Source: an optimization exercise on an open RTL-to-GDS flow (aim: small area). Production flows keep margins and buffers that such runs may drop. In this exercise RTL edits were held to simulation tests only and were not proved equivalent to the original. Power is estimated from default activity; no workload was simulated.

==> run a: inputs <==
## vga_top
module vga_top(
	input ClkPort,
	input BtnC,
	input BtnU,
	input BtnD,
	input BtnR,
	input BtnL,
	input MoveTick,  
	output hSync, vSync,
	output [3:0] vgaR, vgaG, vgaB,
	output An0, An1, An2, An3, An4, An5, An6, An7,
	output Ca, Cb, Cc, Cd, Ce, Cf, Cg, Dp,
	output MemOE, MemWR, RamCS, QuadSpiFlashCS
	);
Settings: LEC_CHECK=0, CAP_MARGIN=20, CORE_MARGIN=2, CORE_UTILIZATION=40, PLACE_DENSITY=0.6, SLEW_MARGIN=20; clock period 12.0 ns.
run.sh (not shown) runs the stock make flow with config.mk's settings and CLKGATE_MAP_FILE= SYNTH_SCRIPT=/design/flow/synth_recipe.tcl, a recipe that flattens the netlist after the stock synthesis.
==> inputs of run b, as changes to run a <==
--- a/flow/design.v
+++ b/flow/design.v
@@ -44,35 +44,41 @@
 	localparam [11:0] GREY   = 12'b0101_0101_0101;
 	localparam [11:0] YELLOW = 12'b1111_1111_0000;
 	localparam [11:0] CYAN   = 12'b0000_1111_1111;
 	localparam [11:0] BLUE   = 12'b0000_0000_1111;
 	reg reg_down, move;
-	reg [8:0] px, bx, by;
+	reg [8:0] npx, nbx, nby;
 	reg ydir;
 	reg [1:0] xdir, xspd;
 	reg [9:0] ew, er, eb;  
-	wire [9:0] P = {px, 1'b0};
-	wire [9:0] X = {bx, 1'b0};
-	wire [9:0] Y = {by, 1'b0};
+	wire [9:0] P = ~{npx, 1'b1};
+	wire [9:0] X = ~{nbx, 1'b1};
+	wire [9:0] Y = ~{nby, 1'b1};
 	wire any_brick = |{ew, er, eb};
 	wire live = |lives;
 	wire scr = (hCount >= 10'd148) && (hCount <= 10'd776) && (vCount >= 10'd40);
-	wire [10:0] tpx = {1'b0, hCount} + 11'd50 - {1'b0, P};
-	wire paddle = (vCount >= 10'd465) && (vCount <= 10'd475) && (tpx <= 11'd100);
-	wire [10:0] tx = {1'b0, hCount} + 11'd10 - {1'b0, X};
-	wire [10:0] ty = {1'b0, vCount} + 11'd9 - {1'b0, Y};
-	reg ball_shape;
+	wire [9:0] dpx;  
+	rca #(9) a_dpx(.a(hCount[9:1]), .b(npx), .ci(1'b1), .s(dpx[9:1]), .co());
+	assign dpx[0] = hCount[0];
+	wire paddle = (vCount >= 10'd465) && (vCount <= 10'd475) && ((dpx <= 10'd50) || (dpx >= 10'd974));
+	wire [10:0] dx, dy;  
+	rca #(9) a_dx(.a(hCount[9:1]), .b(nbx), .ci(1'b1), .s(dx[9:1]), .co(dx[10]));
+	rca #(9) a_dy(.a(vCount[9:1]), .b(nby), .ci(1'b1), .s(dy[9:1]), .co(dy[10]));
+	assign dx[0] = hCount[0];
+	assign dy[0] = vCount[0];
+	wire xs = (dx[10:4] == 7'b1000000) || (dx[10:4] == 7'b0111111);
+	wire ys = (dy[10:4] == 7'b1000000) || (dy[10:4] == 7'b0111111);
+	reg shape;
+	integer ix, iy;
 	always @(*) begin
-		if (ty >= 11'd7 && ty <= 11'd11)      ball_shape = (tx <= 11'd20);
-		else if (ty >= 11'd5 && ty <= 11'd13) ball_shape = (tx >= 11'd2) && (tx <= 11'd18);
-		else if (ty >= 11'd3 && ty <= 11'd15) ball_shape = (tx >= 11'd4) && (tx <= 11'd16);
-		else if (ty >= 11'd2 && ty <= 11'd16) ball_shape = (tx >= 11'd6) && (tx <= 11'd14);
-		else if (ty >= 11'd1 && ty <= 11'd17) ball_shape = (tx >= 11'd8) && (tx <= 11'd12);
-		else if (ty <= 11'd18)                ball_shape = (tx >= 11'd9) && (tx <= 11'd11);
-		else                                  ball_shape = 1'b0;
+		ix = dx[4] ? {27'h7ffffff, dx[4:0]} : {27'd0, dx[4:0]};
+		iy = dy[4] ? {27'h7ffffff, dy[4:0]} : {27'd0, dy[4:0]};
+		if (ix < 0) ix = -ix;
+		if (iy < 0) iy = -iy;
+		shape = (iy <= 2 && ix <= 10) || (iy <= 4 && ix <= 8) || (iy <= 6 && ix <= 6) || (iy <= 7 && ix <= 4) || (iy <= 8 && ix <= 2) || (iy <= 9 && ix <= 1);
 	end
-	wire ball = ball_shape && ((ty <= 11'd9) || (Y >= 10'd10) || (ty[3:0] - 4'd9 <= Y[3:0]));
+	wire ball = xs && ys && shape && (!dy[10] || (Y >= 10'd10) || (dy[3:0] <= Y[3:0]));
 	reg [9:0] hcol;
 	integer i;
 	always @(*)
 		for (i = 0; i < 10; i = i + 1)
 			hcol[i] = (hCount >= 148 + 63*i) && (hCount <= 209 + 63*i);
@@ -105,18 +111,16 @@
 			rgb = BLACK;
 	end
 	function in_rng(input [9:0] v, input integer lo, input integer hi);
 		in_rng = (v >= lo) && (v <= hi);
 	endfunction
-	reg [9:0] xb_b, xt_b, xb_r, xt_r, xb_w, xs_r, xs_l;
+	reg [9:0] xb_b, xt_b, xb_r, xs_r, xs_l;
 	always @(*)
 		for (i = 0; i < 10; i = i + 1) begin
 			xb_b[i] = in_rng(X, 158 + 63*i + (i == 5 ? -2 : 0), 200 + 63*i + (i == 9 ? 1 : 0));
 			xt_b[i] = in_rng(X, 158 + 63*i, 200 + 63*i + (i == 9 ? -1 : 0));
-			xb_r[i] = in_rng(X, 158 + 63*i, 200 + 63*i + (i == 9 ? 1 : 0));
-			xt_r[i] = xb_r[i];
-			xb_w[i] = xb_r[i];
+			xb_r[i] = in_rng(X, 158 + 63*i, 200 + 63*i + (i == 9 ? 1 : 0));  
 			xs_r[i] = in_rng(X, 215 + 63*i, 219 + 63*i);  
 			xs_l[i] = in_rng(X, 138 + 63*i, 142 + 63*i);  
 		end
 	wire y_bb = in_rng(Y, 4, 196);    
 	wire y_bt = in_rng(Y, 138, 142);  
@@ -133,25 +137,41 @@
 	wire ht_b = tb_on && |(xt_b & eb);
 	wire b2 = b1 || ht_b;
 	wire hb_r = y_rb && |(xb_r & er);
 	wire b3 = b2 && !hb_r;
 	wire tr_on = y_rt && !b3;
-	wire ht_r = tr_on && |(xt_r & er);
+	wire ht_r = tr_on && |(xb_r & er);
 	wire b4 = b3 || ht_r;
-	wire hb_w = y_wb && |(xb_w & ew);
+	wire hb_w = y_wb && |(xb_r & ew);
 	wire b5 = b4 && !hb_w;
-	wire [9:0] sr = xs_r & (y_bs ? eb : y_rs ? er : y_ws ? ew : 10'd0);
-	wire [9:0] sl = xs_l & (y_bs ? eb : y_rs ? er : y_ws ? ew : 10'd0);
-	wire [9:0] ew_n = ew & ~((y_wb ? xb_w : 10'd0) | (y_ws ? (xs_r | xs_l) : 10'd0));
-	wire [9:0] er_n = er & ~((y_rb ? xb_r : 10'd0) | (tr_on ? xt_r : 10'd0) | (y_rs ? (xs_r | xs_l) : 10'd0));
+	wire [9:0] srow = y_bs ? eb : y_rs ? er : y_ws ? ew : 10'd0;
+	wire sr = |(xs_r & srow);
+	wire sl = |(xs_l & srow);
+	wire [9:0] ew_n = ew & ~((y_wb ? xb_r : 10'd0) | (y_ws ? (xs_r | xs_l) : 10'd0));
+	wire [9:0] er_n = er & ~((y_rb ? xb_r : 10'd0) | (tr_on ? xb_r : 10'd0) | (y_rs ? (xs_r | xs_l) : 10'd0));
 	wire [9:0] eb_n = eb & ~((y_bb ? xb_b : 10'd0) | (tb_on ? xt_b : 10'd0) | (y_bs ? (xs_r | xs_l) : 10'd0));
-	wire [10:0] tp = {1'b0, X} + 11'd50 - {1'b0, P};
+	wire [9:0] tp;
+	rca #(9) a_tp(.a(~nbx), .b(npx), .ci(1'b1), .s(tp[9:1]), .co());
+	assign tp[0] = 1'b0;
 	wire bar = (Y == 10'd462) && !ydir;
-	wire bar_hit = bar && (tp <= 11'd100);
+	wire tp_neg = (tp >= 10'd974);    
+	wire tp_pos = (tp >= 10'd2) && (tp <= 10'd50);
+	wire tp_zero = (tp == 10'd0);
+	wire tp_fast = (tp >= 10'd974 && tp <= 10'd997) || (tp >= 10'd27 && tp <= 10'd50);
+	wire bar_hit = bar && (tp_neg || tp_pos || tp_zero);
 	wire moving = move && (Y <= 10'd475);
 	wire lost = !moving && (Y >= 10'd471);
 	wire restart = !moving && (Y >= 10'd472);
+	wire bx_dec = (xdir == 2'd0) && ((xspd == 2'd2 && X >= 10'd152) || (xspd == 2'd1 && X >= 10'd150));
+	wire bx_inc = (xdir == 2'd1) && ((xspd == 2'd2 && X <= 10'd772) || (xspd == 2'd1 && X <= 10'd774));
+	wire bx_two = (xspd == 2'd2);
+	wire [8:0] nbx_mv;
+	rca #(9) a_bx(.a(nbx), .b({{7{bx_inc}}, bx_two ? 2'b10 : {bx_inc, 1'b1}}), .ci(1'b0), .s(nbx_mv), .co());
+	wire [8:0] nby_mv;
+	rca #(9) a_by(.a(nby), .b({{8{!b5}}, 1'b1}), .ci(1'b0), .s(nby_mv), .co());
+	wire [8:0] npx_mv;
+	rca #(9) a_px(.a(npx), .b({{7{right}}, 2'b10}), .ci(1'b0), .s(npx_mv), .co());
 	always @(posedge clk, posedge rst)
 		if (rst) begin
 			reg_down <= 0;
 			move <= 0;
 		end else if (en && down)
@@ -162,48 +182,44 @@
 		if (rst) begin
 			lives <= 4'd3;
 			ew <= 10'h3ff;
 			er <= 10'h3ff;
 			eb <= 10'h3ff;
-			px <= 9'd225;
-			bx <= 9'd225;
-			by <= 9'd228;
+			npx <= ~9'd225;
+			nbx <= ~9'd225;
+			nby <= ~9'd228;
 			ydir <= 1;
 			xdir <= 2;
 			xspd <= 0;
 		end else if (en && reg_down) begin
 			ew <= ew_n;
 			er <= er_n;
 			eb <= eb_n;
 			if (bar) begin
-				if (tp == 11'd50)
+				if (tp_zero)
 					xspd <= 0;
-				else if (tp <= 11'd23)
+				else if (tp_fast)
 					xspd <= 2;
-				else if (tp <= 11'd48)
+				else if (tp_neg || tp_pos)
 					xspd <= 1;
-				else if (tp >= 11'd52 && tp <= 11'd76)
-					xspd <= 1;
-				else if (tp >= 11'd77 && tp <= 11'd100)
-					xspd <= 2;
 			end
 			if (restart)
 				xdir <= 2;
 			else if (X <= 10'd152 && xdir == 0)
 				xdir <= 1;
 			else if (X >= 10'd772 && xdir == 1)
 				xdir <= 0;
-			else if (|sl)
+			else if (sl)
 				xdir <= 0;
-			else if (|sr)
+			else if (sr)
 				xdir <= 1;
 			else if (bar) begin
-				if (tp == 11'd50)
+				if (tp_zero)
 					xdir <= 2;
-				else if (tp <= 11'd48)
+				else if (tp_neg)
 					xdir <= 0;
-				else if (tp >= 11'd52 && tp <= 11'd100)
+				else if (tp_pos)
 					xdir <= 1;
 			end
 			if (bar_hit)
 				ydir <= 1;
 			else if (y_top && b5)
@@ -211,39 +227,43 @@
 			else if (restart)
 				ydir <= 1;
 			else
 				ydir <= b5;
 			if (moving) begin
-				by <= b5 ? by - 9'd1 : by + 9'd1;
-				if (xdir == 0) begin
-					if (xspd == 2) begin
-						if (X >= 10'd152) bx <= bx - 9'd2;
-					end else if (xspd == 1) begin
-						if (X >= 10'd150) bx <= bx - 9'd1;
-					end
-				end else if (xdir == 1) begin
-					if (xspd == 2) begin
-						if (X <= 10'd772) bx <= bx + 9'd2;
-					end else if (xspd == 1) begin
-						if (X <= 10'd774) bx <= bx + 9'd1;
-					end
-				end
+				nby <= nby_mv;
+				if (bx_dec || bx_inc)
+					nbx <= nbx_mv;
 			end else if (lost) begin
 				lives <= lives - 4'd1;
 				if (restart) begin
-					bx <= 9'd225;
-					by <= 9'd228;
+					nbx <= ~9'd225;
+					nby <= ~9'd228;
 				end
 			end
 			if (right)
-				px <= (P >= 10'd730) ? 9'd365 : px + 9'd2;
+				npx <= (P >= 10'd730) ? ~9'd365 : npx_mv;
 			else if (left)
-				px <= (P <= 10'd200) ? 9'd100 : px - 9'd2;
+				npx <= (P <= 10'd200) ? ~9'd100 : npx_mv;
 			else if (restart)
-				px <= 9'd225;
+				npx <= ~9'd225;
 		end
 endmodule
+module rca #(parameter W = 9) (
+	input [W-1:0] a, b,
+	input ci,
+	output [W-1:0] s,
+	output co
+	);
+	wire [W:0] c;
+	assign c[0] = ci;
+	genvar k;
+	generate for (k = 0; k < W; k = k + 1) begin : bit_
+		assign s[k] = a[k] ^ b[k] ^ c[k];
+		assign c[k+1] = (a[k] & b[k]) | (a[k] & c[k]) | (b[k] & c[k]);
+	end endgenerate
+	assign co = c[W];
+endmodule
 module display_lives(
 	input [3:0] displayNumber,
 	output [3:0] anode,
 	output reg [6:0] ssdOut
 	);
==> run notes <==
metric                                                                      run a                    run b
Non-clk invs                                                                   92                       86
Post-synthesis mux area share                                              0.0131                  0.00361
Pin count of the biggest net entering global routing                           59                       62
Area overhead of the layout relative to synthesis                           5.76%                    7.28%
Final clock period utilization by the worst path                            0.641                    0.853
Status                                                    complete, no violations  complete, no violations
Synthesized-area fraction occupied by xor and xnor cells                   0.0450                   0.0292
Worst setup endpoint                                                      vgaG[1]                  vgaB[1]
Switching portion of total power                                            0.525                    0.505
Worst reg2reg setup slack                                                 6.43 ns                  5.82 ns
CP max FO                                                                      10                       24
Final non-clock buffer share                                               0.0298                   0.0339
Non-clock buffer count in the final layout                                     37                       35
Power in combinational cells                                              1.68 mW                  1.11 mW
Tot Pwr                                                                   2.46 mW                  1.93 mW
Maximum operating frequency                                               130 MHz                 97.6 MHz
Worst Setup Slack post-DPL                                                4.76 ns                  2.24 ns
Total global-route track usage                                              0.257                    0.262
Met1 WL                                                                   16.5 mm                  13.5 mm
P_int                                                                     1.17 mW                   957 uW
Worst R2R End                                                            sc.by[8]                sc.nby[8]
Fraction of standard cell area in multi-input logic                         0.679                    0.628

-- separate check: timing with driven ports --
The results above use ideal ports. As a check the final layouts listed here were re-extracted and re-timed, cells and wires unchanged. Step 1 assumes that a clkbuf_16 drives the clock port and a buf_2 every other input. Step 2 adds t to the input delays and takes it off the output delays; t is the mean of the earliest and latest rising clock arrival at the registers after step 1. Input paths then give back, and output paths get back, about the clock's delay inside the block. Three values: ideal ports, drivers, drivers and shift; two values: the first two.
run	t (ns)	slack for setup (ns)	cell pins on the clock port's net
run a	0.411	4.309 / 4.260 / 4.671	1
run b	0.401	1.758 / 1.712 / 2.114	1
After both steps setup and hold are still met in every run listed.
